From an optimization exercise on the open Yosys and OpenROAD flow, aimed at small area, a short achievable clock period and few clock cycles per item; shortcuts taken in it are not production practice. Only simulation tests tie the RTL to the original design; equivalence was not proved.

$ cat design.v
module bmul (
    input wire [13:0] a,
    input wire [15:0] b,
    input wire rnd,
    output wire [15:0] p
);
    wire [16:0] be = {b, 1'b0};
    wire [14:0] ae = {a[13], a};
    wire n0 = be[2];
    wire o0 = be[1] ^ be[0];
    wire t0 = (be[2] & ~be[1] & ~be[0]) | (~be[2] & be[1] & be[0]);
    wire p0_0 = (o0 & ae[0]) ^ n0;
    wire p0_1 = ((o0 & ae[1]) | (t0 & ae[0])) ^ n0;
    wire p0_2 = ((o0 & ae[2]) | (t0 & ae[1])) ^ n0;
    wire p0_3 = ((o0 & ae[3]) | (t0 & ae[2])) ^ n0;
    wire p0_4 = ((o0 & ae[4]) | (t0 & ae[3])) ^ n0;
    wire p0_5 = ((o0 & ae[5]) | (t0 & ae[4])) ^ n0;
    wire p0_6 = ((o0 & ae[6]) | (t0 & ae[5])) ^ n0;
    wire p0_7 = ((o0 & ae[7]) | (t0 & ae[6])) ^ n0;
    wire p0_8 = ((o0 & ae[8]) | (t0 & ae[7])) ^ n0;
    wire p0_9 = ((o0 & ae[9]) | (t0 & ae[8])) ^ n0;
    wire p0_10 = ((o0 & ae[10]) | (t0 & ae[9])) ^ n0;
    wire p0_11 = ((o0 & ae[11]) | (t0 & ae[10])) ^ n0;
    wire p0_12 = ((o0 & ae[12]) | (t0 & ae[11])) ^ n0;
    wire p0_13 = ((o0 & ae[13]) | (t0 & ae[12])) ^ n0;
    wire p0_14 = ~(((o0 & ae[14]) | (t0 & ae[13])) ^ n0);
    wire n1 = be[4];
    wire o1 = be[3] ^ be[2];
    wire t1 = (be[4] & ~be[3] & ~be[2]) | (~be[4] & be[3] & be[2]);
    wire p1_0 = (o1 & ae[0]) ^ n1;
    wire p1_1 = ((o1 & ae[1]) | (t1 & ae[0])) ^ n1;
    wire p1_2 = ((o1 & ae[2]) | (t1 & ae[1])) ^ n1;
    wire p1_3 = ((o1 & ae[3]) | (t1 & ae[2])) ^ n1;
    wire p1_4 = ((o1 & ae[4]) | (t1 & ae[3])) ^ n1;
    wire p1_5 = ((o1 & ae[5]) | (t1 & ae[4])) ^ n1;
    wire p1_6 = ((o1 & ae[6]) | (t1 & ae[5])) ^ n1;
    wire p1_7 = ((o1 & ae[7]) | (t1 & ae[6])) ^ n1;
    wire p1_8 = ((o1 & ae[8]) | (t1 & ae[7])) ^ n1;
    wire p1_9 = ((o1 & ae[9]) | (t1 & ae[8])) ^ n1;
    wire p1_10 = ((o1 & ae[10]) | (t1 & ae[9])) ^ n1;
    wire p1_11 = ((o1 & ae[11]) | (t1 & ae[10])) ^ n1;
    wire p1_12 = ((o1 & ae[12]) | (t1 & ae[11])) ^ n1;
    wire p1_13 = ((o1 & ae[13]) | (t1 & ae[12])) ^ n1;
    wire p1_14 = ~(((o1 & ae[14]) | (t1 & ae[13])) ^ n1);
    wire n2 = be[6];
    wire o2 = be[5] ^ be[4];
    wire t2 = (be[6] & ~be[5] & ~be[4]) | (~be[6] & be[5] & be[4]);
    wire p2_0 = (o2 & ae[0]) ^ n2;
    wire p2_1 = ((o2 & ae[1]) | (t2 & ae[0])) ^ n2;
    wire p2_2 = ((o2 & ae[2]) | (t2 & ae[1])) ^ n2;
    wire p2_3 = ((o2 & ae[3]) | (t2 & ae[2])) ^ n2;
    wire p2_4 = ((o2 & ae[4]) | (t2 & ae[3])) ^ n2;
    wire p2_5 = ((o2 & ae[5]) | (t2 & ae[4])) ^ n2;
    wire p2_6 = ((o2 & ae[6]) | (t2 & ae[5])) ^ n2;
    wire p2_7 = ((o2 & ae[7]) | (t2 & ae[6])) ^ n2;
    wire p2_8 = ((o2 & ae[8]) | (t2 & ae[7])) ^ n2;
    wire p2_9 = ((o2 & ae[9]) | (t2 & ae[8])) ^ n2;
    wire p2_10 = ((o2 & ae[10]) | (t2 & ae[9])) ^ n2;
    wire p2_11 = ((o2 & ae[11]) | (t2 & ae[10])) ^ n2;
    wire p2_12 = ((o2 & ae[12]) | (t2 & ae[11])) ^ n2;
    wire p2_13 = ((o2 & ae[13]) | (t2 & ae[12])) ^ n2;
    wire p2_14 = ~(((o2 & ae[14]) | (t2 & ae[13])) ^ n2);
    wire n3 = be[8];
    wire o3 = be[7] ^ be[6];
    wire t3 = (be[8] & ~be[7] & ~be[6]) | (~be[8] & be[7] & be[6]);
    wire p3_0 = (o3 & ae[0]) ^ n3;
    wire p3_1 = ((o3 & ae[1]) | (t3 & ae[0])) ^ n3;
    wire p3_2 = ((o3 & ae[2]) | (t3 & ae[1])) ^ n3;
    wire p3_3 = ((o3 & ae[3]) | (t3 & ae[2])) ^ n3;
    wire p3_4 = ((o3 & ae[4]) | (t3 & ae[3])) ^ n3;
    wire p3_5 = ((o3 & ae[5]) | (t3 & ae[4])) ^ n3;
    wire p3_6 = ((o3 & ae[6]) | (t3 & ae[5])) ^ n3;
    wire p3_7 = ((o3 & ae[7]) | (t3 & ae[6])) ^ n3;
    wire p3_8 = ((o3 & ae[8]) | (t3 & ae[7])) ^ n3;
    wire p3_9 = ((o3 & ae[9]) | (t3 & ae[8])) ^ n3;
    wire p3_10 = ((o3 & ae[10]) | (t3 & ae[9])) ^ n3;
    wire p3_11 = ((o3 & ae[11]) | (t3 & ae[10])) ^ n3;
    wire p3_12 = ((o3 & ae[12]) | (t3 & ae[11])) ^ n3;
    wire p3_13 = ((o3 & ae[13]) | (t3 & ae[12])) ^ n3;
    wire p3_14 = ~(((o3 & ae[14]) | (t3 & ae[13])) ^ n3);
    wire n4 = be[10];
    wire o4 = be[9] ^ be[8];
    wire t4 = (be[10] & ~be[9] & ~be[8]) | (~be[10] & be[9] & be[8]);
    wire p4_0 = (o4 & ae[0]) ^ n4;
    wire p4_1 = ((o4 & ae[1]) | (t4 & ae[0])) ^ n4;
    wire p4_2 = ((o4 & ae[2]) | (t4 & ae[1])) ^ n4;
    wire p4_3 = ((o4 & ae[3]) | (t4 & ae[2])) ^ n4;
    wire p4_4 = ((o4 & ae[4]) | (t4 & ae[3])) ^ n4;
    wire p4_5 = ((o4 & ae[5]) | (t4 & ae[4])) ^ n4;
    wire p4_6 = ((o4 & ae[6]) | (t4 & ae[5])) ^ n4;
    wire p4_7 = ((o4 & ae[7]) | (t4 & ae[6])) ^ n4;
    wire p4_8 = ((o4 & ae[8]) | (t4 & ae[7])) ^ n4;
    wire p4_9 = ((o4 & ae[9]) | (t4 & ae[8])) ^ n4;
    wire p4_10 = ((o4 & ae[10]) | (t4 & ae[9])) ^ n4;
    wire p4_11 = ((o4 & ae[11]) | (t4 & ae[10])) ^ n4;
    wire p4_12 = ((o4 & ae[12]) | (t4 & ae[11])) ^ n4;
    wire p4_13 = ((o4 & ae[13]) | (t4 & ae[12])) ^ n4;
    wire p4_14 = ~(((o4 & ae[14]) | (t4 & ae[13])) ^ n4);
    wire n5 = be[12];
    wire o5 = be[11] ^ be[10];
    wire t5 = (be[12] & ~be[11] & ~be[10]) | (~be[12] & be[11] & be[10]);
    wire p5_0 = (o5 & ae[0]) ^ n5;
    wire p5_1 = ((o5 & ae[1]) | (t5 & ae[0])) ^ n5;
    wire p5_2 = ((o5 & ae[2]) | (t5 & ae[1])) ^ n5;
    wire p5_3 = ((o5 & ae[3]) | (t5 & ae[2])) ^ n5;
    wire p5_4 = ((o5 & ae[4]) | (t5 & ae[3])) ^ n5;
    wire p5_5 = ((o5 & ae[5]) | (t5 & ae[4])) ^ n5;
    wire p5_6 = ((o5 & ae[6]) | (t5 & ae[5])) ^ n5;
    wire p5_7 = ((o5 & ae[7]) | (t5 & ae[6])) ^ n5;
    wire p5_8 = ((o5 & ae[8]) | (t5 & ae[7])) ^ n5;
    wire p5_9 = ((o5 & ae[9]) | (t5 & ae[8])) ^ n5;
    wire p5_10 = ((o5 & ae[10]) | (t5 & ae[9])) ^ n5;
    wire p5_11 = ((o5 & ae[11]) | (t5 & ae[10])) ^ n5;
    wire p5_12 = ((o5 & ae[12]) | (t5 & ae[11])) ^ n5;
    wire p5_13 = ((o5 & ae[13]) | (t5 & ae[12])) ^ n5;
    wire p5_14 = ~(((o5 & ae[14]) | (t5 & ae[13])) ^ n5);
    wire n6 = be[14];
    wire o6 = be[13] ^ be[12];
    wire t6 = (be[14] & ~be[13] & ~be[12]) | (~be[14] & be[13] & be[12]);
    wire p6_0 = (o6 & ae[0]) ^ n6;
    wire p6_1 = ((o6 & ae[1]) | (t6 & ae[0])) ^ n6;
    wire p6_2 = ((o6 & ae[2]) | (t6 & ae[1])) ^ n6;
    wire p6_3 = ((o6 & ae[3]) | (t6 & ae[2])) ^ n6;
    wire p6_4 = ((o6 & ae[4]) | (t6 & ae[3])) ^ n6;
    wire p6_5 = ((o6 & ae[5]) | (t6 & ae[4])) ^ n6;
    wire p6_6 = ((o6 & ae[6]) | (t6 & ae[5])) ^ n6;
    wire p6_7 = ((o6 & ae[7]) | (t6 & ae[6])) ^ n6;
    wire p6_8 = ((o6 & ae[8]) | (t6 & ae[7])) ^ n6;
    wire p6_9 = ((o6 & ae[9]) | (t6 & ae[8])) ^ n6;
    wire p6_10 = ((o6 & ae[10]) | (t6 & ae[9])) ^ n6;
    wire p6_11 = ((o6 & ae[11]) | (t6 & ae[10])) ^ n6;
    wire p6_12 = ((o6 & ae[12]) | (t6 & ae[11])) ^ n6;
    wire p6_13 = ((o6 & ae[13]) | (t6 & ae[12])) ^ n6;
    wire p6_14 = ~(((o6 & ae[14]) | (t6 & ae[13])) ^ n6);
    wire n7 = be[16];
    wire o7 = be[15] ^ be[14];
    wire t7 = (be[16] & ~be[15] & ~be[14]) | (~be[16] & be[15] & be[14]);
    wire p7_0 = (o7 & ae[0]) ^ n7;
    wire p7_1 = ((o7 & ae[1]) | (t7 & ae[0])) ^ n7;
    wire p7_2 = ((o7 & ae[2]) | (t7 & ae[1])) ^ n7;
    wire p7_3 = ((o7 & ae[3]) | (t7 & ae[2])) ^ n7;
    wire p7_4 = ((o7 & ae[4]) | (t7 & ae[3])) ^ n7;
    wire p7_5 = ((o7 & ae[5]) | (t7 & ae[4])) ^ n7;
    wire p7_6 = ((o7 & ae[6]) | (t7 & ae[5])) ^ n7;
    wire p7_7 = ((o7 & ae[7]) | (t7 & ae[6])) ^ n7;
    wire p7_8 = ((o7 & ae[8]) | (t7 & ae[7])) ^ n7;
    wire p7_9 = ((o7 & ae[9]) | (t7 & ae[8])) ^ n7;
    wire p7_10 = ((o7 & ae[10]) | (t7 & ae[9])) ^ n7;
    wire p7_11 = ((o7 & ae[11]) | (t7 & ae[10])) ^ n7;
    wire p7_12 = ((o7 & ae[12]) | (t7 & ae[11])) ^ n7;
    wire w1 = rnd ^ n0 ^ p0_0;
    wire w2 = (rnd & n0) | (rnd & p0_0) | (n0 & p0_0);
    wire w3 = rnd ^ n1 ^ p0_2;
    wire w4 = (rnd & n1) | (rnd & p0_2) | (n1 & p0_2);
    wire w5 = rnd ^ p0_3 ^ p1_1;
    wire w6 = (rnd & p0_3) | (rnd & p1_1) | (p0_3 & p1_1);
    wire w7 = rnd ^ n2 ^ p0_4;
    wire w8 = (rnd & n2) | (rnd & p0_4) | (n2 & p0_4);
    wire w9 = rnd ^ p0_5 ^ p1_3;
    wire w10 = (rnd & p0_5) | (rnd & p1_3) | (p0_5 & p1_3);
    wire w11 = rnd ^ n3 ^ p0_6;
    wire w12 = (rnd & n3) | (rnd & p0_6) | (n3 & p0_6);
    wire w13 = p1_4 ^ p2_2 ^ p3_0;
    wire w14 = (p1_4 & p2_2) | (p1_4 & p3_0) | (p2_2 & p3_0);
    wire w15 = rnd ^ p0_7 ^ p1_5;
    wire w16 = (rnd & p0_7) | (rnd & p1_5) | (p0_7 & p1_5);
    wire w17 = rnd ^ n4 ^ p0_8;
    wire w18 = (rnd & n4) | (rnd & p0_8) | (n4 & p0_8);
    wire w19 = p1_6 ^ p2_4 ^ p3_2;
    wire w20 = (p1_6 & p2_4) | (p1_6 & p3_2) | (p2_4 & p3_2);
    wire w21 = rnd ^ p0_9 ^ p1_7;
    wire w22 = (rnd & p0_9) | (rnd & p1_7) | (p0_9 & p1_7);
    wire w23 = p2_5 ^ p3_3 ^ p4_1;
    wire w24 = (p2_5 & p3_3) | (p2_5 & p4_1) | (p3_3 & p4_1);
    wire w25 = rnd ^ n5 ^ p0_10;
    wire w26 = (rnd & n5) | (rnd & p0_10) | (n5 & p0_10);
    wire w27 = p1_8 ^ p2_6 ^ p3_4;
    wire w28 = (p1_8 & p2_6) | (p1_8 & p3_4) | (p2_6 & p3_4);
    wire w29 = p0_11 ^ p1_9 ^ p2_7;
    wire w30 = (p0_11 & p1_9) | (p0_11 & p2_7) | (p1_9 & p2_7);
    wire w31 = p3_5 ^ p4_3 ^ p5_1;
    wire w32 = (p3_5 & p4_3) | (p3_5 & p5_1) | (p4_3 & p5_1);
    wire w33 = n6 ^ p0_12 ^ p1_10;
    wire w34 = (n6 & p0_12) | (n6 & p1_10) | (p0_12 & p1_10);
    wire w35 = p2_8 ^ p3_6 ^ p4_4;
    wire w36 = (p2_8 & p3_6) | (p2_8 & p4_4) | (p3_6 & p4_4);
    wire w37 = p0_13 ^ p1_11 ^ p2_9;
    wire w38 = (p0_13 & p1_11) | (p0_13 & p2_9) | (p1_11 & p2_9);
    wire w39 = p3_7 ^ p4_5 ^ p5_3;
    wire w40 = (p3_7 & p4_5) | (p3_7 & p5_3) | (p4_5 & p5_3);
    wire w41 = 1'b1 ^ n7 ^ p0_14;
    wire w42 = (1'b1 & n7) | (1'b1 & p0_14) | (n7 & p0_14);
    wire w43 = p1_12 ^ p2_10 ^ p3_8;
    wire w44 = (p1_12 & p2_10) | (p1_12 & p3_8) | (p2_10 & p3_8);
    wire w45 = p4_6 ^ p5_4 ^ p6_2;
    wire w46 = (p4_6 & p5_4) | (p4_6 & p6_2) | (p5_4 & p6_2);
    wire w47 = 1'b1 ^ p1_13 ^ p2_11;
    wire w48 = (1'b1 & p1_13) | (1'b1 & p2_11) | (p1_13 & p2_11);
    wire w49 = p3_9 ^ p4_7 ^ p5_5;
    wire w50 = (p3_9 & p4_7) | (p3_9 & p5_5) | (p4_7 & p5_5);
    wire w51 = p1_14 ^ p2_12 ^ p3_10;
    wire w52 = (p1_14 & p2_12) | (p1_14 & p3_10) | (p2_12 & p3_10);
    wire w53 = p4_8 ^ p5_6 ^ p6_4;
    wire w54 = (p4_8 & p5_6) | (p4_8 & p6_4) | (p5_6 & p6_4);
    wire w55 = 1'b1 ^ p2_13 ^ p3_11;
    wire w56 = (1'b1 & p2_13) | (1'b1 & p3_11) | (p2_13 & p3_11);
    wire w57 = p4_9 ^ p5_7 ^ p6_5;
    wire w58 = (p4_9 & p5_7) | (p4_9 & p6_5) | (p5_7 & p6_5);
    wire w59 = p2_14 ^ p3_12 ^ p4_10;
    wire w60 = (p2_14 & p3_12) | (p2_14 & p4_10) | (p3_12 & p4_10);
    wire w61 = p5_8 ^ p6_6 ^ p7_4;
    wire w62 = (p5_8 & p6_6) | (p5_8 & p7_4) | (p6_6 & p7_4);
    wire w63 = 1'b1 ^ p3_13 ^ p4_11;
    wire w64 = (1'b1 & p3_13) | (1'b1 & p4_11) | (p3_13 & p4_11);
    wire w65 = p5_9 ^ p6_7 ^ p7_5;
    wire w66 = (p5_9 & p6_7) | (p5_9 & p7_5) | (p6_7 & p7_5);
    wire w67 = p3_14 ^ p4_12 ^ p5_10;
    wire w68 = (p3_14 & p4_12) | (p3_14 & p5_10) | (p4_12 & p5_10);
    wire w69 = 1'b1 ^ p4_13 ^ p5_11;
    wire w70 = (1'b1 & p4_13) | (1'b1 & p5_11) | (p4_13 & p5_11);
    wire w71 = p4_14 ^ p5_12 ^ p6_10;
    wire w72 = (p4_14 & p5_12) | (p4_14 & p6_10) | (p5_12 & p6_10);
    wire w73 = 1'b1 ^ p5_13 ^ p6_11;
    wire w74 = (1'b1 & p5_13) | (1'b1 & p6_11) | (p5_13 & p6_11);
    wire w75 = p5_14 ^ p6_12 ^ p7_10;
    wire w76 = (p5_14 & p6_12) | (p5_14 & p7_10) | (p6_12 & p7_10);
    wire w77 = 1'b1 ^ p6_13 ^ p7_11;
    wire w78 = (1'b1 & p6_13) | (1'b1 & p7_11) | (p6_13 & p7_11);
    wire w79 = rnd ^ p0_1 ^ w2;
    wire w80 = (rnd & p0_1) | (rnd & w2) | (p0_1 & w2);
    wire w81 = p1_2 ^ p2_0 ^ w6;
    wire w82 = (p1_2 & p2_0) | (p1_2 & w6) | (p2_0 & w6);
    wire w83 = p2_1 ^ w8 ^ w9;
    wire w84 = (p2_1 & w8) | (p2_1 & w9) | (w8 & w9);
    wire w85 = w10 ^ w11 ^ w13;
    wire w86 = (w10 & w11) | (w10 & w13) | (w11 & w13);
    wire w87 = p2_3 ^ p3_1 ^ w12;
    wire w88 = (p2_3 & p3_1) | (p2_3 & w12) | (p3_1 & w12);
    wire w89 = p4_0 ^ w16 ^ w17;
    wire w90 = (p4_0 & w16) | (p4_0 & w17) | (w16 & w17);
    wire w91 = w18 ^ w20 ^ w21;
    wire w92 = (w18 & w20) | (w18 & w21) | (w20 & w21);
    wire w93 = p4_2 ^ p5_0 ^ w22;
    wire w94 = (p4_2 & p5_0) | (p4_2 & w22) | (p5_0 & w22);
    wire w95 = w24 ^ w25 ^ w27;
    wire w96 = (w24 & w25) | (w24 & w27) | (w25 & w27);
    wire w97 = w26 ^ w28 ^ w29;
    wire w98 = (w26 & w28) | (w26 & w29) | (w28 & w29);
    wire w99 = p5_2 ^ p6_0 ^ w30;
    wire w100 = (p5_2 & p6_0) | (p5_2 & w30) | (p6_0 & w30);
    wire w101 = w32 ^ w33 ^ w35;
    wire w102 = (w32 & w33) | (w32 & w35) | (w33 & w35);
    wire w103 = p6_1 ^ w34 ^ w36;
    wire w104 = (p6_1 & w34) | (p6_1 & w36) | (w34 & w36);
    wire w105 = p7_0 ^ w38 ^ w40;
    wire w106 = (p7_0 & w38) | (p7_0 & w40) | (w38 & w40);
    wire w107 = w41 ^ w43 ^ w45;
    wire w108 = (w41 & w43) | (w41 & w45) | (w43 & w45);
    wire w109 = p6_3 ^ p7_1 ^ w42;
    wire w110 = (p6_3 & p7_1) | (p6_3 & w42) | (p7_1 & w42);
    wire w111 = w44 ^ w46 ^ w47;
    wire w112 = (w44 & w46) | (w44 & w47) | (w46 & w47);
    wire w113 = p7_2 ^ w48 ^ w50;
    wire w114 = (p7_2 & w48) | (p7_2 & w50) | (w48 & w50);
    wire w115 = p7_3 ^ w52 ^ w54;
    wire w116 = (p7_3 & w52) | (p7_3 & w54) | (w52 & w54);
    wire w117 = w56 ^ w58 ^ w59;
    wire w118 = (w56 & w58) | (w56 & w59) | (w58 & w59);
    wire w119 = w60 ^ w62 ^ w63;
    wire w120 = (w60 & w62) | (w60 & w63) | (w62 & w63);
    wire w121 = p6_8 ^ p7_6 ^ w64;
    wire w122 = (p6_8 & p7_6) | (p6_8 & w64) | (p7_6 & w64);
    wire w123 = p6_9 ^ p7_7 ^ w68;
    wire w124 = (p6_9 & p7_7) | (p6_9 & w68) | (p7_7 & w68);
    wire w125 = p7_8 ^ w70 ^ w71;
    wire w126 = (p7_8 & w70) | (p7_8 & w71) | (w70 & w71);
    wire w127 = p7_9 ^ w72 ^ w73;
    wire w128 = (p7_9 & w72) | (p7_9 & w73) | (w72 & w73);
    wire w129 = p6_14 ^ p7_12 ^ w78;
    wire w130 = (p6_14 & p7_12) | (p6_14 & w78) | (p7_12 & w78);
    wire w131 = p1_0 ^ w3 ^ w80;
    wire w132 = (p1_0 & w3) | (p1_0 & w80) | (w3 & w80);
    wire w133 = w14 ^ w15 ^ w86;
    wire w134 = (w14 & w15) | (w14 & w86) | (w15 & w86);
    wire w135 = w19 ^ w88 ^ w89;
    wire w136 = (w19 & w88) | (w19 & w89) | (w88 & w89);
    wire w137 = w23 ^ w90 ^ w91;
    wire w138 = (w23 & w90) | (w23 & w91) | (w90 & w91);
    wire w139 = w92 ^ w93 ^ w95;
    wire w140 = (w92 & w93) | (w92 & w95) | (w93 & w95);
    wire w141 = w31 ^ w94 ^ w96;
    wire w142 = (w31 & w94) | (w31 & w96) | (w94 & w96);
    wire w143 = w98 ^ w99 ^ w101;
    wire w144 = (w98 & w99) | (w98 & w101) | (w99 & w101);
    wire w145 = w37 ^ w39 ^ w100;
    wire w146 = (w37 & w39) | (w37 & w100) | (w39 & w100);
    wire w147 = w104 ^ w105 ^ w107;
    wire w148 = (w104 & w105) | (w104 & w107) | (w105 & w107);
    wire w149 = w49 ^ w106 ^ w108;
    wire w150 = (w49 & w106) | (w49 & w108) | (w106 & w108);
    wire w151 = w51 ^ w53 ^ w110;
    wire w152 = (w51 & w53) | (w51 & w110) | (w53 & w110);
    wire w153 = w55 ^ w57 ^ w114;
    wire w154 = (w55 & w57) | (w55 & w114) | (w57 & w114);
    wire w155 = w61 ^ w116 ^ w117;
    wire w156 = (w61 & w116) | (w61 & w117) | (w116 & w117);
    wire w157 = w65 ^ w118 ^ w119;
    wire w158 = (w65 & w118) | (w65 & w119) | (w118 & w119);
    wire w159 = w66 ^ w67 ^ w120;
    wire w160 = (w66 & w67) | (w66 & w120) | (w67 & w120);
    wire w161 = w69 ^ w122 ^ w123;
    wire w162 = (w69 & w122) | (w69 & w123) | (w122 & w123);
    wire w163 = w74 ^ w75 ^ w128;
    wire w164 = (w74 & w75) | (w74 & w128) | (w75 & w128);
    wire w165 = w4 ^ w5 ^ w132;
    wire w166 = (w4 & w5) | (w4 & w132) | (w5 & w132);
    wire w167 = w97 ^ w140 ^ w141;
    wire w168 = (w97 & w140) | (w97 & w141) | (w140 & w141);
    wire w169 = w102 ^ w103 ^ w144;
    wire w170 = (w102 & w103) | (w102 & w144) | (w103 & w144);
    wire w171 = w109 ^ w111 ^ w148;
    wire w172 = (w109 & w111) | (w109 & w148) | (w111 & w148);
    wire w173 = w112 ^ w113 ^ w150;
    wire w174 = (w112 & w113) | (w112 & w150) | (w113 & w150);
    wire w175 = w115 ^ w152 ^ w153;
    wire w176 = (w115 & w152) | (w115 & w153) | (w152 & w153);
    wire w177 = w121 ^ w158 ^ w159;
    wire w178 = (w121 & w158) | (w121 & w159) | (w158 & w159);
    wire w179 = w124 ^ w125 ^ w162;
    wire w180 = (w124 & w125) | (w124 & w162) | (w125 & w162);
    wire w181 = w76 ^ w77 ^ w164;
    wire w182 = (w76 & w77) | (w76 & w164) | (w77 & w164);
    wire w183 = w7 ^ w81 ^ w166;
    wire w184 = (w7 & w81) | (w7 & w166) | (w81 & w166);
    wire w185 = w142 ^ w143 ^ w168;
    wire w186 = (w142 & w143) | (w142 & w168) | (w143 & w168);
    wire w187 = w146 ^ w147 ^ w170;
    wire w188 = (w146 & w147) | (w146 & w170) | (w147 & w170);
    wire w189 = w151 ^ w172 ^ w173;
    wire w190 = (w151 & w172) | (w151 & w173) | (w172 & w173);
    wire w191 = w154 ^ w155 ^ w176;
    wire w192 = (w154 & w155) | (w154 & w176) | (w155 & w176);
    wire w193 = w160 ^ w161 ^ w178;
    wire w194 = (w160 & w161) | (w160 & w178) | (w161 & w178);
    wire w195 = w126 ^ w127 ^ w180;
    wire w196 = (w126 & w127) | (w126 & w180) | (w127 & w180);
    wire w197 = w82 ^ w83 ^ w184;
    wire w198 = (w82 & w83) | (w82 & w184) | (w83 & w184);
    wire w199 = w145 ^ w169 ^ w186;
    wire w200 = (w145 & w169) | (w145 & w186) | (w169 & w186);
    wire w201 = w149 ^ w171 ^ w188;
    wire w202 = (w149 & w171) | (w149 & w188) | (w171 & w188);
    wire w203 = w174 ^ w175 ^ w190;
    wire w204 = (w174 & w175) | (w174 & w190) | (w175 & w190);
    wire w205 = w156 ^ w157 ^ w192;
    wire w206 = (w156 & w157) | (w156 & w192) | (w157 & w192);
    wire w207 = w84 ^ w85 ^ w198;
    wire w208 = (w84 & w85) | (w84 & w198) | (w85 & w198);
    wire w209 = w87 ^ w133 ^ w208;
    wire w210 = (w87 & w133) | (w87 & w208) | (w133 & w208);
    wire w211 = w134 ^ w135 ^ w210;
    wire w212 = (w134 & w135) | (w134 & w210) | (w135 & w210);
    wire w213 = w136 ^ w137 ^ w212;
    wire w214 = (w136 & w137) | (w136 & w212) | (w137 & w212);
    wire w215 = w138 ^ w139 ^ w214;
    wire w216 = (w138 & w139) | (w138 & w214) | (w139 & w214);
    wire [26:0] x = {w129, w181, w163, w195, w179, w193, w177, w205, w191, w203, w189, w201, w187, w199, w185, w216, w215, w213, w211, w209, w207, w197, w183, w165, w131, w79, w1};
    wire [26:0] y = {w182, 1'b0, w196, 1'b0, w194, 1'b0, w206, 1'b0, w204, 1'b0, w202, 1'b0, w200, 1'b0, 1'b0, w167, 1'b0, 1'b0, 1'b0, 1'b0, 1'b0, 1'b0, 1'b0, 1'b0, 1'b0, 1'b0, 1'b0};
    wire [26:0] g0 = x & y;
    wire [26:0] p0 = x ^ y;
    wire G1_1 = g0[1] | (p0[1] & g0[0]);
    wire G1_3 = g0[3] | (p0[3] & g0[2]);
    wire P1_3 = p0[3] & p0[2];
    wire G1_5 = g0[5] | (p0[5] & g0[4]);
    wire P1_5 = p0[5] & p0[4];
    wire G1_7 = g0[7] | (p0[7] & g0[6]);
    wire P1_7 = p0[7] & p0[6];
    wire G1_9 = g0[9] | (p0[9] & g0[8]);
    wire P1_9 = p0[9] & p0[8];
    wire G1_11 = g0[11] | (p0[11] & g0[10]);
    wire P1_11 = p0[11] & p0[10];
    wire G1_13 = g0[13] | (p0[13] & g0[12]);
    wire P1_13 = p0[13] & p0[12];
    wire G1_15 = g0[15] | (p0[15] & g0[14]);
    wire P1_15 = p0[15] & p0[14];
    wire G1_17 = g0[17] | (p0[17] & g0[16]);
    wire P1_17 = p0[17] & p0[16];
    wire G1_19 = g0[19] | (p0[19] & g0[18]);
    wire P1_19 = p0[19] & p0[18];
    wire G1_21 = g0[21] | (p0[21] & g0[20]);
    wire P1_21 = p0[21] & p0[20];
    wire G1_23 = g0[23] | (p0[23] & g0[22]);
    wire P1_23 = p0[23] & p0[22];
    wire G1_25 = g0[25] | (p0[25] & g0[24]);
    wire P1_25 = p0[25] & p0[24];
    wire G2_2 = g0[2] | (p0[2] & G1_1);
    wire G2_3 = G1_3 | (P1_3 & G1_1);
    wire G2_6 = g0[6] | (p0[6] & G1_5);
    wire P2_6 = p0[6] & P1_5;
    wire G2_7 = G1_7 | (P1_7 & G1_5);
    wire P2_7 = P1_7 & P1_5;
    wire G2_10 = g0[10] | (p0[10] & G1_9);
    wire P2_10 = p0[10] & P1_9;
    wire G2_11 = G1_11 | (P1_11 & G1_9);
    wire P2_11 = P1_11 & P1_9;
    wire G2_14 = g0[14] | (p0[14] & G1_13);
    wire P2_14 = p0[14] & P1_13;
    wire G2_15 = G1_15 | (P1_15 & G1_13);
    wire P2_15 = P1_15 & P1_13;
    wire G2_18 = g0[18] | (p0[18] & G1_17);
    wire P2_18 = p0[18] & P1_17;
    wire G2_19 = G1_19 | (P1_19 & G1_17);
    wire P2_19 = P1_19 & P1_17;
    wire G2_22 = g0[22] | (p0[22] & G1_21);
    wire P2_22 = p0[22] & P1_21;
    wire G2_23 = G1_23 | (P1_23 & G1_21);
    wire P2_23 = P1_23 & P1_21;
    wire G2_26 = g0[26] | (p0[26] & G1_25);
    wire P2_26 = p0[26] & P1_25;
    wire G3_4 = g0[4] | (p0[4] & G2_3);
    wire G3_5 = G1_5 | (P1_5 & G2_3);
    wire G3_6 = G2_6 | (P2_6 & G2_3);
    wire G3_7 = G2_7 | (P2_7 & G2_3);
    wire G3_12 = g0[12] | (p0[12] & G2_11);
    wire P3_12 = p0[12] & P2_11;
    wire G3_13 = G1_13 | (P1_13 & G2_11);
    wire P3_13 = P1_13 & P2_11;
    wire G3_14 = G2_14 | (P2_14 & G2_11);
    wire P3_14 = P2_14 & P2_11;
    wire G3_15 = G2_15 | (P2_15 & G2_11);
    wire P3_15 = P2_15 & P2_11;
    wire G3_20 = g0[20] | (p0[20] & G2_19);
    wire P3_20 = p0[20] & P2_19;
    wire G3_21 = G1_21 | (P1_21 & G2_19);
    wire P3_21 = P1_21 & P2_19;
    wire G3_22 = G2_22 | (P2_22 & G2_19);
    wire P3_22 = P2_22 & P2_19;
    wire G3_23 = G2_23 | (P2_23 & G2_19);
    wire P3_23 = P2_23 & P2_19;
    wire G4_8 = g0[8] | (p0[8] & G3_7);
    wire G4_9 = G1_9 | (P1_9 & G3_7);
    wire G4_10 = G2_10 | (P2_10 & G3_7);
    wire G4_11 = G2_11 | (P2_11 & G3_7);
    wire G4_12 = G3_12 | (P3_12 & G3_7);
    wire G4_13 = G3_13 | (P3_13 & G3_7);
    wire G4_14 = G3_14 | (P3_14 & G3_7);
    wire G4_15 = G3_15 | (P3_15 & G3_7);
    wire G4_24 = g0[24] | (p0[24] & G3_23);
    wire P4_24 = p0[24] & P3_23;
    wire G4_25 = G1_25 | (P1_25 & G3_23);
    wire P4_25 = P1_25 & P3_23;
    wire G4_26 = G2_26 | (P2_26 & G3_23);
    wire P4_26 = P2_26 & P3_23;
    wire G5_16 = g0[16] | (p0[16] & G4_15);
    wire G5_17 = G1_17 | (P1_17 & G4_15);
    wire G5_18 = G2_18 | (P2_18 & G4_15);
    wire G5_19 = G2_19 | (P2_19 & G4_15);
    wire G5_20 = G3_20 | (P3_20 & G4_15);
    wire G5_21 = G3_21 | (P3_21 & G4_15);
    wire G5_22 = G3_22 | (P3_22 & G4_15);
    wire G5_23 = G3_23 | (P3_23 & G4_15);
    wire G5_24 = G4_24 | (P4_24 & G4_15);
    wire G5_25 = G4_25 | (P4_25 & G4_15);
    wire G5_26 = G4_26 | (P4_26 & G4_15);
    assign p[0] = p0[11] ^ G4_10;
    assign p[1] = p0[12] ^ G4_11;
    assign p[2] = p0[13] ^ G4_12;
    assign p[3] = p0[14] ^ G4_13;
    assign p[4] = p0[15] ^ G4_14;
    assign p[5] = p0[16] ^ G4_15;
    assign p[6] = p0[17] ^ G5_16;
    assign p[7] = p0[18] ^ G5_17;
    assign p[8] = p0[19] ^ G5_18;
    assign p[9] = p0[20] ^ G5_19;
    assign p[10] = p0[21] ^ G5_20;
    assign p[11] = p0[22] ^ G5_21;
    assign p[12] = p0[23] ^ G5_22;
    assign p[13] = p0[24] ^ G5_23;
    assign p[14] = p0[25] ^ G5_24;
    assign p[15] = p0[26] ^ G5_25;
endmodule
module main (
    input wire [15:0] v, x,
    input wire clk, reset, start,
    output wire done,
    output wire [15:0] final_result
);
    reg [2:0] ph;
    reg done_r;
    reg [14:0] X2;
    reg [13:0] T;
    reg [15:0] F;
    wire ph1 = (ph == 3'd1);
    wire ph2 = (ph == 3'd2);
    wire ph3 = (ph == 3'd3);
    wire ph4 = (ph == 3'd4);
    wire ph5 = (ph == 3'd5);
    wire [20:0] r0 = {X2, 6'b0};
    wire [20:0] r1 = {2'b0, X2, 4'b0};
    wire [20:0] r2 = {4'b0, X2, 2'b0};
    wire [20:0] r3 = {6'b0, X2};
    wire [20:0] r4 = {14'b0, X2[0], 1'b0, X2[0], 1'b0, X2[0], 1'b0, X2[0]};
    wire [20:0] s0 = r0 ^ r1 ^ r2;
    wire [20:0] c0 = {(r0[19:0] & r1[19:0]) | (r0[19:0] & r2[19:0]) | (r1[19:0] & r2[19:0]), 1'b0};
    wire [20:0] s1 = s0 ^ c0 ^ r3;
    wire [20:0] c1 = {(s0[19:0] & c0[19:0]) | (s0[19:0] & r3[19:0]) | (c0[19:0] & r3[19:0]), 1'b0};
    wire [20:0] p85 = s1 + c1 + r4;
    wire [9:0] u1 = p85[20:11];
    wire [17:0] q = (ph2 ? {T, 4'b0} : {1'b0, T, 3'b0}) + {4'b0, T} + {9'b0, {9{ph2}}};
    wire [8:0] a23 = q[17:9];
    wire [8:0] t9 = T[8:0];
    wire k1 = (t9 != 9'd0), k2 = (t9 >= 9'd90), k3 = (t9 >= 9'd179);
    wire k4 = (t9 >= 9'd268), k5 = (t9 >= 9'd357), k6 = (t9 >= 9'd446);
    wire [2:0] a4 = {k4, (k2 & ~k4) | k6, (k1 & ~k2) | (k3 & ~k4) | (k5 & ~k6)};
    wire sub = ph3 | ph5;
    wire [13:0] acc_a = ph1 ? 14'd2048 : F[13:0];
    wire [13:0] acc_b = ph1 ? {1'b1, ~X2[14:1]} : (sub ? ~T : T);
    wire acc_ci = ph1 ? ~X2[0] : sub;
    wire [13:0] acc_n = acc_a + acc_b + {13'b0, acc_ci};
    reg [13:0] A;
    reg [15:0] B;
    reg rnd;
    always @(*) begin
        A = x[13:0]; B = {{2{x[13]}}, x[13:0]}; rnd = 1'b0;
        if (ph1) begin A = {4'b0, u1}; B = {1'b0, X2}; end
        if (ph2) begin A = {5'b0, a23}; B = {1'b0, X2}; rnd = 1'b1; end
        if (ph3) begin A = {5'b0, a23}; B = {1'b0, X2}; end
        if (ph4) begin A = {11'b0, a4}; B = {1'b0, X2}; rnd = 1'b1; end
        if (ph5) begin A = acc_n; B = v; end
    end
    wire [15:0] P;
    bmul mul (.a(A), .b(B), .rnd(rnd), .p(P));
    always @(posedge clk) begin
        if (reset) begin
            ph <= 3'd0;
            done_r <= 1'b0;
        end else begin
            case (ph)
                3'd0: if (start) begin ph <= 3'd1; done_r <= 1'b0; end
                3'd5: begin ph <= 3'd0; done_r <= 1'b1; end
                default: ph <= ph + 3'd1;
            endcase
        end
    end
    always @(posedge clk) begin
        if (ph == 3'd0) X2 <= P[14:0];
        T <= P[13:0];
        if (ph5) F <= P;
        else if (ph != 3'd0) F[13:0] <= acc_n;
    end
    assign done = done_r;
    assign final_result = F;
endmodule
$ cat run.sh
#!/bin/bash
# synth_recipe.tcl (not shown) runs the flow's synth.tcl, then flattens the netlist and writes it again
# the make line also repeats each setting of config.mk as NAME=value (left out here)
make -C /OpenROAD-flow-scripts/flow DESIGN_CONFIG=/design/flow/config.mk WORK_HOME=/design/flow/orfs CLKGATE_MAP_FILE= SYNTH_SCRIPT=/design/flow/synth_recipe.tcl finish
$ cat config.mk
export PLATFORM = sky130hd
export DESIGN_NAME = main
export DESIGN_NICKNAME = main
export VERILOG_FILES = /design/flow/design.v
export SDC_FILE = /design/flow/constraint.sdc
export NUM_CORES = 4
export LEC_CHECK = 0
export ABC_AREA = 1
export CAP_MARGIN = 20
export CORE_MARGIN = 2
export CORE_UTILIZATION = 60
export SETUP_SLACK_MARGIN = 5
export SLEW_MARGIN = 20
$ cat constraint.sdc
create_clock -name core_clock -period 13.0 [get_ports {clk}]
set_input_delay 2.6000 -clock core_clock [delete_from_list [all_inputs] [get_ports {clk}]]
set_output_delay 2.6000 -clock core_clock [all_outputs]
set_load 0.01 [all_outputs]
==> results.yml <==
status:
  status: "finished clean"
final_layout:
  layout.nets: 1958
  antenna_cells: 0
  layout_commonest_cell: "nand2_1"
  syn2layout_area_growth_pct: 21.6
  drive_gt1_share_pct: 19.2
  fin_util_pct: 74.1
  layout_common_cells: "nand2_1, inv_1, fa_1, xor2_1, ha_1"
  fillers: 1546
yosys:
  syn_area_mm2: 0.0114
  synthAdderAreaFrac_pct: 31.8
  yosys.area_share.simple_pct: 23.0
  ys_warn_count: 1
  synthMuxAreaShare_pct: 0
  synth-xor-area-share_pct: 8.30
  syn_nets: 1846
  synthFlopType: "edfxtp_1"
  synth-edff-count: 31
  synth-seq-cells: 49
  ys_seq_area_share_pct: 11.4
  synth_top_family_by_area: "adder cells"
  avgSynthCellArea_um2: 7.12
  syn_inst: 1595
  async_reset_ff_share_pct: 0
  synth-compound-area-share_pct: 14.1
  ys_types: 53
die:
  start_util_pct: 60.9
  die_w_um: 142
  fp-row-count: 50
  core-area_mm2: 0.0186
  pin_count: 52
  die_h_um: 142
  die_area_mm2: 0.0200
routing:
  drtPass1Iterations: 6
  wl_met1_um: 14200
  ant_nets: 0
  wl_met2_um: 18200
  drt-initial-drc-count: 1147
  drc_errors: 0
  routed.top_layer: "met4"
  dr_wl_met3_um: 2740
  post_drt_wl_per_cell_um: 18.9
  drt_wl_total_um: 36700
  via_per_inst: 5.85
  num_vias: 11400
sta:
  hold_viol_final: 0
  relSlewSlack_pct: 42.1
  period_share_pct: 68.4
  maxSlewViolCount: 0
  tightestPinTransition_ns: 0.867
  setup_viol: 0
  period_minus_slack_ns: 8.89
  clock_skew_ns: 0.00902
  fin_tns_setup_ns: 0
  max_freq_mhz: 113
  rsz0062_at_grt: "true"
setup_path:
  reg2regPathDepth: 48
  cp_max_fo: 16
  cp-start-kind: "input pin"
  critPathBufInv: 10
  cp_data_required_time_ns: 13.07
  timing.critical_path.max_delay_family: "adder cells"
  timing.rr.end: "F[12]"
  max_stage_delay_ns: 0.54
  critPathArrivalTime_ns: 8.96
  cp_slowest_cell: "clkdlybuf4s50_1"
  r2r_setup_slack_ns: 4.14
  r2r-start: "X2[4]"
  worst-setup-path-type: "input pin to flop"
  cp-end-kind: "flop"
place:
  gp_congestion: 0.966
  io_buffers: 49
  hpwl_um: 26800
global_routing:
  antenna_found_initial: 0
  overflow: 0
  grt_pass1_vias: 10600
  grt_pass1_wl_um: 55400
  grt_max_degree: 44
  track_usage_pct: 35.3
clocking:
  cts-buffers-inserted: 5
  cts_tree: "yes"
  clk_pin_slew_ns: 0.08
  cts.htree.levels: 2
  ctsHoldBuffers: 0
  cts_sinks: 49
  ctsRootBufferMaster: "clkbuf_16"
  clk_latency_ns: 0.31
  clockBufferDepth: 2
hold_path:
  min_path_cells: 2
  worstHoldStart: "done_r"
  hold_path.class: "flop to flop"
  hold_end: "done_r"
flow_run:
  cap_violations: 0
[worst register-to-register path, delay by kind of cell (launching register included)]
family / cells / cell delay, ns
fa+ha+maj: 10 / 4.39
simple gates: 18 / 1.51
compound gates: 9 / 1.18
buf+inv: 9 / 0.59
flops: 1 / 0.53
xor+xnor: 2 / 0.43
[cells by family (layout without fill, tap and decap cells)]
| family | Yosys count | in the layout |
|---|---|---|
| AND/OR/NAND/NOR | 632 | 632 |
| flip-flops | 49 | 49 |
| adder cells (fa/ha/maj) | 216 | 216 |
| buffers and inverters | 320 | 433 |
| XOR/XNOR | 106 | 106 |
| AO/OA/AOI/OAI | 272 | 272 |
[metal layers]
layer,vias to the layer above,global-route usage (%)
li1,5288,-
met1,5405,46.1
met2,551,62.3
met3,120,2.77
met4,0,12.2
met5,-,0
[layout make-up]
cell class	instances	area [um2]	share of cell area, %
Multi-Input combinational cell	1226	9590	69.5
Timing Repair Buffer	153	1380	10.0
Sequential cell	49	1290	9.36
Inverter	272	1050	7.64
Tap cell	234	293	2.12
Clock buffer	5	125	0.906
Clock inverter	3	68.8	0.498
[per-stage QoR]
| stage | instances | worst slack [ns] | cell area [um2] | hold WS [ns] |
|---|---|---|---|---|
| floorplan | 1595 | 4.71 | 11500 | 0.470 |
| global placement | 1842 | 3.30 | 12100 | 0.451 |
| detailed placement | 1842 | 3.24 | 12100 | 0.461 |
| CTS | 1901 | 4.21 | 13000 | 0.473 |
| global route | 1942 | 3.83 | 13800 | 0.527 |
| finish | 1942 | 4.11 | 13800 | 0.476 |
[registers in the layout, indices dropped and copies added, names as in the netlist]
name and cells:
F 16, X2 15, T 14, ph 3, done_r 1
[cell usage after synthesis, types with 6 or more instances]
cell type	instances	area, um2
o211ai_1	17	128
nand3_1	67	335
o22ai_1	28	175
a31oi_1	14	87.6
fa_1	121	2420
buf_4	8	60.1
a21oi_1	60	300
ha_1	95	1190
inv_2	19	71.3
xnor2_1	9	78.8
o21ai_2	11	96.3
buf_6	6	67.6
dfxtp_1	18	360
buf_2	8	40.0
nand4_1	6	37.5
nand2_1	438	1640
nor3_1	10	50.1
edfxtp_1	31	931
inv_1	246	923
xor2_1	96	841
clkbuf_1	23	86.3
o21ai_0	75	375
nor2_1	81	304
o21ai_1	42	210
[how the worst max path moves through the flow]
stage,startpoint,end,slack (ns),cells after the start
floorplan,X2[2],F[13],4.71,51
global placement,x[11],F[13],3.30,34
detailed placement,x[11],F[13],3.24,34
CTS,X2[4],F[13],4.21,50
global route,X2[4],F[15],3.83,47
finish,x[5],F[12],4.11,36
[timing repair]
item,in CTS,in global routing
pin swaps,53,49
cloned,0,1
setup endpoints to repair,40,40
gates resized for setup,94,104
setup buffers,51,40
Testbench counts, summed over its fixed seeds: cycles 14,400, items 2,400.

separate check: timing with driven ports:
The flow's constraints put no driver on any port. The routed layout listed below was extracted and timed again, unchanged, in two steps.
Step 1 (the two cells are an assumption about what drives the block):
set clk [get_ports {clk}]
set_driving_cell -lib_cell sky130_fd_sc_hd__clkbuf_16 $clk
set_driving_cell -lib_cell sky130_fd_sc_hd__buf_2 [delete_from_list [all_inputs] $clk]
Step 2 times the ports against the registers' clock, not the clock port: input delays grow and output delays shrink by t, the midpoint of the rising clock arrivals with the driver on.
a / b / c = no drivers / after step 1 / after step 2; a / b = the first two.
t, ns: 0.339
setup WS [ns]: 4.111 / 4.123 / 3.785
worst setup path after step 2: input to register
After both steps this run still meets setup and hold. For this run, drivers alone change the setup slack by +0.012 ns; drivers and shift together by -0.326 ns.
